This is an optimization exercise on Yosys and OpenROAD, whose aim is small area, a short achievable clock period and few clock cycles, not a production implementation. At most, simulation tests tie the RTL to the original design; equivalence was not proved.

==> inputs of run A <==
// scr1_pipe_ialu
module scr1_pipe_ialu (
    input   logic                           clk,
    input   logic                           rst_n,
    input   logic                           exu2ialu_rvm_cmd_vd_i,
    output  logic                           ialu2exu_rvm_res_rdy_o,
    input   logic [32-1:0]          exu2ialu_main_op1_i,
    input   logic [32-1:0]          exu2ialu_main_op2_i,
    input   logic [SCR1_IALU_CMD_WIDTH_E-1:0] exu2ialu_cmd_i,
    output  logic [32-1:0]          ialu2exu_main_res_o,
    output  logic                           ialu2exu_cmp_res_o,
    input   logic [32-1:0]          exu2ialu_addr_op1_i,
    input   logic [32-1:0]          exu2ialu_addr_op2_i,
    output  logic [32-1:0]          ialu2exu_addr_res_o
);
clock: 16.5 ns
lec_check: 0
abc_area: 1
cap_margin: 20
core_margin: 2
core_utilization: 40
setup_slack_margin: 5
slew_margin: 20
run.sh (not shown) runs the stock make flow with config.mk's settings and CLKGATE_MAP_FILE= SYNTH_SCRIPT=/design/flow/synth_recipe.tcl, a recipe that flattens the netlist after the stock synthesis.
==> inputs of run H, as changes to run A <==
--- a/flow/design.v
+++ b/flow/design.v
@@ -200,30 +200,29 @@
 assign sum_res = {1'b0, a} + {1'b0, b ^ {32{sum_sub}}} + {32'd0, sum_sub};
 assign cmp_ltu = ~sum_res[32];
 assign cmp_lt  = (a[31] ^ b[31]) ? a[31] : sum_res[31];
 assign cmp_eq  = (a == b);
 logic        busy_ff;            
 logic [3:0]  cnt_ff, cnt_next;   
 logic [31:0] hi_ff, hi_next;     
-logic [32:0] lo_ff, lo_next;     
+logic [31:0] lo_ff, lo_next;     
 logic [31:0] dvs_ff;             
 logic        dvs_ci_ff;          
-logic        neg_q_ff, neg_r_ff;  
 logic        cnt_zero;
 logic        mdu_rdy;
 logic [31:0] mdu_res;
 assign cnt_zero = (cnt_ff == 4'd0);
 logic        div_a_neg, div_b_neg;
 logic [31:0] div_a_abs;
 logic [4:0]  lz_a, lz_b;
 logic        z_a, z_b;
 logic        div_b_zero;
 logic [6:0]  div_q_est;          
 logic        div_imm;            
-logic [3:0]  div_m;              
+logic [5:0]  div_qq;             
 function automatic logic [5:0] lzc32(input logic [31:0] x);    
     logic [15:0] y16;
     logic [7:0]  y8;
     logic [3:0]  y4;
     logic [1:0]  y2;
     logic [4:0]  n;
     n[4] = ~|x[31:16];
@@ -258,124 +257,113 @@
     m = x;
     for (int i = 1; i < 33; i = i * 2) m = m | (m >> i);
     div_imm = div_b_zero | |({1'b0, b ^ {32{div_b_neg}}} & ~m);
 end
 always_comb begin
     logic [6:0] q;
     q = (~div_q_est[6] & (div_q_est > 7'd32)) ? 7'd32 : div_q_est;
-    div_m = 4'd1;
-    for (int i = 1; i <= 11; i++)
-        if (q > 7'(3 * i - 3) && q <= 7'(3 * i)) div_m = 4'(i);
+    div_qq = {q[5:1] + {4'd0, q[0]}, 1'b0};
 end
 logic [31:0] sh_in, sh_out, shft_res;
 always_comb for (int i = 0; i < 32; i++) sh_in[i] = cmd_sll ? a[31-i] : a[i];
 assign sh_out = 32'($signed({cmd_sra & a[31], sh_in}) >>> b[4:0]);
 always_comb for (int i = 0; i < 32; i++) shft_res[i] = cmd_sll ? sh_out[31-i] : sh_out[i];
-logic [31:0] nrm_hi;
-logic [32:0] nrm_lo;
+logic [31:0] nrm_hi, nrm_lo;
 always_comb begin
-    logic [64:0] v;
-    v = {div_a_abs, 33'd0};
-    if (div_m[0]) v = {3'd0,  v[64:3]};
-    if (div_m[1]) v = {6'd0,  v[64:6]};
-    if (div_m[2]) v = {12'd0, v[64:12]};
-    if (div_m[3]) v = {24'd0, v[64:24]};
-    nrm_hi = v[64:33];
-    nrm_lo = v[32:0];
+    logic [63:0] v;
+    v = {div_a_abs, 32'd0};
+    if (div_qq[1]) v = {2'd0,  v[63:2]};
+    if (div_qq[2]) v = {4'd0,  v[63:4]};
+    if (div_qq[3]) v = {8'd0,  v[63:8]};
+    if (div_qq[4]) v = {16'd0, v[63:16]};
+    if (div_qq[5]) v = {32'd0, v[63:32]};
+    nrm_hi = v[63:32];
+    nrm_lo = v[31:0];
 end
-logic [31:0] div_r_next;
-logic [32:0] div_q_next;
+logic [31:0] div_r_next, div_q_next;
 logic [31:0] div_res;
 always_comb begin
     logic [32:0] t;
     logic [33:0] d;
-    logic [31:0] r;
-    logic [32:0] q;
+    logic [31:0] r, q;
     r = hi_ff[31:0];
     q = lo_ff;
-    for (int i = 0; i < 3; i++) begin
-        t = {r, q[32]};
+    for (int i = 0; i < 2; i++) begin
+        t = {r, q[31]};
         d = {1'b0, t} + {2'b11, dvs_ff} + {33'd0, dvs_ci_ff};
         r = d[33] ? t[31:0] : d[31:0];
-        q = {q[31:0], ~d[33]};
+        q = {q[30:0], ~d[33]};
     end
     div_r_next = r;
     div_q_next = q;
 end
-assign neg_in = ~busy_ff ? a : div_rem ? div_r_next : div_q_next[31:0];
-assign neg_en = ~busy_ff ? div_a_neg : div_rem ? neg_r_ff : neg_q_ff;
+assign neg_in = ~busy_ff ? a : div_rem ? div_r_next : div_q_next;
+assign neg_en = ~busy_ff ? div_a_neg : div_rem ? div_a_neg : (div_a_neg ^ div_b_neg);
 assign div_res = busy_ff ? neg_out : div_rem ? a : {32{div_b_zero}};
 logic [31:0] mul_res;
 logic [63:0] mul_acc_next;
 logic [1:0]  mul_ny;             
-logic        mul_swap;
-logic [31:0] mul_x, mul_y;
-logic [31:0] mul_y_ff;
-logic        mul_sx_ff, mul_sy_ff, mul_first_ff;
 function automatic logic [1:0] sig_bytes(input logic [31:0] y, input logic sgn);
     logic s;
     logic [3:0] ext;             
     s = sgn & y[31];
     for (int i = 1; i < 4; i++)
         ext[i] = (y[8*i +: 8] == {8{s}}) & (~sgn | (y[8*i-1] == s));
     ext[0] = 1'b0;
     if      (~ext[3])           sig_bytes = 2'd3;
     else if (~ext[2])           sig_bytes = 2'd2;
     else if (~ext[1])           sig_bytes = 2'd1;
     else                        sig_bytes = 2'd0;
 endfunction
 always_comb begin
-    logic [1:0] ny_a, ny_b;
-    ny_a     = sig_bytes(a, mul_a_sgn);
-    ny_b     = sig_bytes(b, mul_b_sgn);
-    mul_swap = (ny_a < ny_b);
-    mul_x    = mul_swap ? b : a;
-    mul_y    = mul_swap ? a : b;
-    mul_ny   = mul_swap ? ny_a : ny_b;
-end
-always_comb begin
-    logic        cy;
+    logic [1:0]  ny_a, ny_b, idx;
+    logic        swap, first, sx, sy, cy;
+    logic [31:0] x, y;
     logic [7:0]  c;
     logic [63:0] accrow, sxrow;
-    c  = mul_y_ff[8*cnt_ff[1:0] +: 8];
-    cy = mul_first_ff & mul_sy_ff & c[7];         
-    accrow = mul_first_ff ? {24'hFF_FFFF, ~(dvs_ff & {32{cy}}), 8'd0} + 64'h100
-                          : {hi_ff[23:0], lo_ff[31:0], 8'd0};
-    sxrow  = {24'hFF_FFFF, ~(c & {8{mul_sx_ff}}), 32'd0} + 64'h1_0000_0000
-           + {23'd0, mul_sx_ff & cy, 40'd0};
-    mul_acc_next = accrow + sxrow + {32'd0, dvs_ff} * {56'd0, c};
+    ny_a  = sig_bytes(a, mul_a_sgn);
+    ny_b  = sig_bytes(b, mul_b_sgn);
+    swap  = (ny_a < ny_b);
+    x     = swap ? b : a;
+    y     = swap ? a : b;
+    sx    = swap ? (mul_b_sgn & b[31]) : (mul_a_sgn & a[31]);
+    sy    = swap ? mul_a_sgn : mul_b_sgn;
+    mul_ny = swap ? ny_a : ny_b;
+    first = ~busy_ff;
+    idx   = first ? mul_ny : 2'(cnt_ff - 4'd1);
+    c     = y[8*idx +: 8];
+    cy    = first & sy & c[7];                   
+    accrow = first ? {24'hFF_FFFF, ~(x & {32{cy}}), 8'd0} + 64'h100
+                   : {hi_ff[23:0], lo_ff, 8'd0};
+    sxrow  = {24'hFF_FFFF, ~(c & {8{sx}}), 32'd0} + 64'h1_0000_0000
+           + {23'd0, sx & cy, 40'd0};
+    mul_acc_next = accrow + sxrow + {32'd0, x} * {56'd0, c};
 end
-assign mul_res = mul_hi ? mul_acc_next[63:32] : mul_acc_next[31:0];
+assign mul_res = mul_hi ? hi_ff[31:0] : lo_ff;
 assign mdu_rdy = busy_ff ? cnt_zero : (cmd_div & div_imm);
 assign mdu_res = cmd_mul ? mul_res : div_res;
 always_comb begin
     if (busy_ff)      cnt_next = cnt_ff - 4'd1;
     else if (cmd_mul) cnt_next = {2'd0, mul_ny};
-    else              cnt_next = div_m - 4'd1;
+    else              cnt_next = 4'(div_qq[5:1] - 5'd1);
 end
 assign hi_next = ~cmd_mul ? (busy_ff ? div_r_next : nrm_hi)
                           : mul_acc_next[63:32];
 assign lo_next = ~cmd_mul ? (busy_ff ? div_q_next : nrm_lo)
-                          : {1'b0, mul_acc_next[31:0]};
+                          : mul_acc_next[31:0];
 always_ff @(posedge clk, negedge rst_n) begin
     if (~rst_n) busy_ff <= 1'b0;
     else        busy_ff <= exu2ialu_rvm_cmd_vd_i & cmd_mdu & ~mdu_rdy;
 end
 always_ff @(posedge clk) begin
     cnt_ff    <= cnt_next;
     hi_ff     <= hi_next;
     lo_ff     <= lo_next;
-    dvs_ff    <= cmd_mul ? mul_x : (b ^ {32{~div_b_neg}});
+    dvs_ff    <= b ^ {32{~div_b_neg}};
     dvs_ci_ff <= ~div_b_neg;
-    mul_y_ff  <= mul_y;
-    mul_sx_ff <= mul_swap ? (mul_b_sgn & b[31]) : (mul_a_sgn & a[31]);
-    mul_sy_ff <= mul_swap ? mul_a_sgn : mul_b_sgn;
-    mul_first_ff <= ~busy_ff;
-    neg_q_ff  <= div_a_neg ^ div_b_neg;
-    neg_r_ff  <= div_a_neg;
 end
 always_comb begin
     ialu2exu_main_res_o    = '0;
     ialu2exu_cmp_res_o     = 1'b0;
     ialu2exu_rvm_res_rdy_o = 1'b1;
     case (cmd)
         SCR1_IALU_CMD_AND     : ialu2exu_main_res_o = a & b;
- ABC_AREA: 1 -> unset
- CORE_UTILIZATION: 40 -> 50
==> summary of the runs <==
Run A ran to the end with no violations. Run H completed without violations.
Against run H, the die area of run A is larger by 39%.
In run A the wire length is higher than in run H, by 6.0%.
Against run H, the register-to-register slack of run A is higher by 0.93 ns.
Worst hold slack: run A is lower than run H (0.066 ns).
Sequential cell count: run A is higher than run H (38).
Global-route usage: run H is higher than run A (12 points).
Between run A and run H, the lower synthesized area is in run H (gap 12%, measured against run H).
In run H the count of clock-buffer cells in the layout is lower than in run A, by 8.
Of run A and run H, run H has the higher first-iteration DRC count (gap about 10%, measured against run H).
Between run H and run A, the lower via count is in run H (gap 9.4%, measured against run A).
Testbench counts of run H, summed over its fixed seeds: cycles 43,040.
Only the layout flow was run in run A; the RTL was not checked for function there.

-- re-timing with driven ports --
No port has a modelled driver above. Below, the same layouts with a new extraction and two added sets of constraints. Step 1 sets driving cells, clkbuf_16 on the clock port and buf_2 on the other inputs (assumed; they add their load-dependent delay and slew). Step 2 times the ports against the registers' clock, not the clock port: input delays grow and output delays shrink by t, the midpoint of the rising clock arrivals with the driver on. Three values: ideal, step 1, step 2; two values: the first two.
run | shift t [ns] | setup WS [ns] | worst setup path at the end | latest minus earliest clock arrival (ns) | pins driven straight from the clock port
run A | 0.536 | 4.402 / 4.330 / 4.741 | input to register | 0.024 / 0.024 | 1
run H | 0.472 | 3.535 / 3.566 / 3.095 | input to register | 0.021 / 0.021 | 1
After both steps setup and hold are still met in every run listed. The setup slack of run H, which loses most, moves by +0.031 ns with the drivers and by -0.440 ns with both steps.
